This design comes from an exercise in tuning for small area and a short achievable clock period on the open sky130 flow, not from production work.
Function was checked by simulation only, so behaviour that the tests miss may differ from the original.
Power and IR drop assume default switching activity.

== the previous run ==
==> module OTTER_registerFile, before the edit <==
module OTTER_registerFile(
    input clock,
    input [4:0] Read1, Read2, Read1_2, Read2_2,
    input [4:0] WriteReg, WriteReg_2,
    input RegWrite, RegWrite_2,
    input [31:0] WriteData, WriteData_2,
    output logic [31:0] Data1, Data2, Data1_2, Data2_2
);
    logic [31:0] RF [1:31];
    logic [31:1] s1, s2, h;
    always_comb
        for (int i = 1; i < 32; i++) begin
            s2[i] = RegWrite_2 & (WriteReg_2 == i);
            s1[i] = RegWrite & (WriteReg == i) & ~s2[i];
            h[i] = ~(s1[i] | s2[i]);
        end
    always_ff @(posedge clock)
        for (int i = 1; i < 32; i++)
            RF[i] <= ({32{s2[i]}} & WriteData_2) | ({32{s1[i]}} & WriteData) | ({32{h[i]}} & RF[i]);
    always_comb begin
        Data1 = 0; Data2 = 0; Data1_2 = 0; Data2_2 = 0;
        for (int i = 1; i < 32; i++) begin
            Data1 = Data1 | ({32{Read1 == i}} & RF[i]);
            Data2 = Data2 | ({32{Read2 == i}} & RF[i]);
            Data1_2 = Data1_2 | ({32{Read1_2 == i}} & RF[i]);
            Data2_2 = Data2_2 | ({32{Read2_2 == i}} & RF[i]);
        end
    end
endmodule
export LEC_CHECK = 0
export CAP_MARGIN = 20
export CELL_PAD_IN_SITES_DETAIL_PLACEMENT = 1
export CELL_PAD_IN_SITES_GLOBAL_PLACEMENT = 2
export CORE_MARGIN = 2
export CORE_UTILIZATION = 30
export PLACE_DENSITY = 0.45
export SLEW_MARGIN = 20
create_clock -name core_clock -period 11.0 [get_ports {CLK}]
standard.sh (not shown) runs the stock make flow with config.mk's settings and CLKGATE_MAP_FILE= SYNTH_SCRIPT=/design/flow/synth_recipe.tcl, a recipe that flattens the netlist after the stock synthesis.
==> flow/flow/run.sh <==
#!/bin/bash
set -euo pipefail
MARGIN=6.3
FLOWDIR=$(cd "$(dirname "$0")" && pwd)
R=orfs/results/sky130hd/OTTER_MCU/base

bash standard.sh synth > std_synth.log 2>&1
cp $R/1_2_yosys.v std_1_2_yosys.v

bash standard.sh SYNTH_SCRIPT=$FLOWDIR/synth_area.tcl do-yosys > synth_area.log 2>&1
python3 $FLOWDIR/check_regs.py std_1_2_yosys.v $R/1_2_yosys.v > check_regs.log 2>&1
bash standard.sh do-1_synth > synth_odb.log 2>&1

CTS="-sink_clustering_enable -repair_clock_nets -sink_clustering_size 20 -sink_clustering_max_diameter 100 -dont_use_dummy_load"
bash standard.sh SETUP_SLACK_MARGIN=$MARGIN "BUFFER_PORTS_ARGS=-buffer_cell sky130_fd_sc_hd__buf_1" "CTS_ARGS=$CTS" finish > layout.log 2>&1
==> flow/flow/abc_area.script <==
&get -n
&st
&dch
&nf -R 0 -p
&put
buffer -c
topo
stime -c
dnsize -c
==> flow/flow/check_regs.py <==
#!/usr/bin/env python3
"""Compare the registers (flip-flop instances: name and cell type) of two netlists.
Exit 1 if they differ."""
import re, sys
def regs(path):
    s = open(path).read()
    out = {}
    for cell, name in re.findall(r'^\s*(sky130_fd_sc_hd__\w+)\s+(\S+)\s*\(', s, re.M):
        base = cell.replace('sky130_fd_sc_hd__', '')
        if re.match(r'(s?e?df|dfb|dfr|dfs|dfx|edf|sdf|dl)', base):
            out[name] = re.sub(r'_\d+$', '', base)
    return out
a, b = regs(sys.argv[1]), regs(sys.argv[2])
print(f"standard: {len(a)} registers, this synthesis: {len(b)} registers")
bad = [n for n in set(a) | set(b) if a.get(n) != b.get(n)]
for n in sorted(bad)[:50]:
    print("differs:", n, a.get(n), b.get(n))
sys.exit(1 if bad else 0)
==> flow/flow/synth_area.tcl <==
# The standard flow's synthesis script (synth_recipe.tcl), with ABC's mapping script replaced by
# abc_area.script from this folder
set abc_area_script [file join [file dirname [file normalize [info script]]] abc_area.script]
proc synth {args} { yosys synth -nofsm -noshare {*}$args }
proc abc {args} {
  set i [lsearch $args -script]
  if {$i >= 0} { lset args [expr {$i + 1}] $::abc_area_script }
  yosys abc {*}$args
}
source $::env(SCRIPTS_DIR)/synth.tcl
# left out here: clear keep_hierarchy, flatten, clean up, hide names made inside functions, write 1_2_yosys.v
diff inputs: the previous run => the current run
--- a/flow/design.v
+++ b/flow/design.v
@@ -1740,5 +1740,5 @@
     input RegWrite, RegWrite_2,
     input [31:0] WriteData, WriteData_2,
-    output logic [31:0] Data1, Data2, Data1_2, Data2_2
+    output [31:0] Data1, Data2, Data1_2, Data2_2
 );
     logic [31:0] RF [1:31];
@@ -1753,13 +1753,18 @@
         for (int i = 1; i < 32; i++)
             RF[i] <= ({32{s2[i]}} & WriteData_2) | ({32{s1[i]}} & WriteData) | ({32{h[i]}} & RF[i]);
-    always_comb begin
-        Data1 = 0; Data2 = 0; Data1_2 = 0; Data2_2 = 0;
-        for (int i = 1; i < 32; i++) begin
-            Data1 = Data1 | ({32{Read1 == i}} & RF[i]);
-            Data2 = Data2 | ({32{Read2 == i}} & RF[i]);
-            Data1_2 = Data1_2 | ({32{Read1_2 == i}} & RF[i]);
-            Data2_2 = Data2_2 | ({32{Read2_2 == i}} & RF[i]);
-        end
-    end
+    function automatic logic [31:0] rd(input logic [4:0] a);
+        logic [31:0] sel;
+        logic [31:0] p [0:15];
+        logic [31:0] q [0:3];
+        for (int i = 0; i < 32; i++) sel[i] = (a == i);
+        p[0] = ~({32{sel[1]}} & RF[1]);
+        for (int i = 1; i < 16; i++) p[i] = ~(({32{sel[2*i]}} & RF[2*i]) | ({32{sel[2*i+1]}} & RF[2*i+1]));
+        for (int i = 0; i < 4; i++) q[i] = ~(p[4*i] & p[4*i+1] & p[4*i+2] & p[4*i+3]);
+        rd = q[0] | q[1] | q[2] | q[3];
+    endfunction
+    assign Data1 = rd(Read1);
+    assign Data2 = rd(Read2);
+    assign Data1_2 = rd(Read1_2);
+    assign Data2_2 = rd(Read2_2);
 endmodule
 module OTTER_CU_DECODER_PIPE #(parameter LANE2 = 0) (
Findings:
Going from the previous run to the current run, number of filler instances in the final layout shrinks by 270.
Going from the previous run to the current run, the number of buffers added by the clock tree synthesis step was found to have gone down by 1.6%.
Length of routed wiring on met1 in the current run vs the previous run: down 1.1%
The sequential power in the current run was higher than what the previous run gave.
Per the comparison of the current run with the previous run, via count barely changed; data required time at the worst endpoint lost 0.11 ns; initial core utilization has remained practically unchanged; area growth from synthesis to layout shows no meaningful change; horizontal die dimension level.
Diff the previous run -> the current run | share of the synthesized area in compound gates (AO/OA/AOI/OAI) | increase of 1.4 points
Compared with the previous run, in the current run cell internal power dissipation +about 3.6%; worst setup slack after layout moved down.

static timing again, ports no longer ideal:
No port has a modelled driver above. Below, the same layouts with a new extraction and two added sets of constraints. Step 1 sets driving cells, clkbuf_16 on the clock port and buf_2 on the other inputs (assumed; they add their load-dependent delay and slew). Step 2, shift: input delay + t, output delay - t, t = (earliest + latest rising clock arrival at the registers) / 2. This alone moves slack from input paths to output paths. Three values: ideal, step 1, step 2; two values: the first two.
run	shift t [ns]	setup slack, ns	worst hold slack (ns)	worst register clock-pin slew, ns	cell pins on the clock port's net
the previous run	1.103	5.867 / 5.794 / 4.691	0.332 / 0.332 / 0.332	0.10 / 0.10	1
the current run	1.076	5.698 / 5.699 / 4.623	0.325 / 0.325 / 0.325	0.10 / 0.10	1
After both steps setup and hold are still met in every run listed. For the previous run, which loses most, drivers alone change the setup slack by -0.073 ns; drivers and shift together by -1.176 ns.
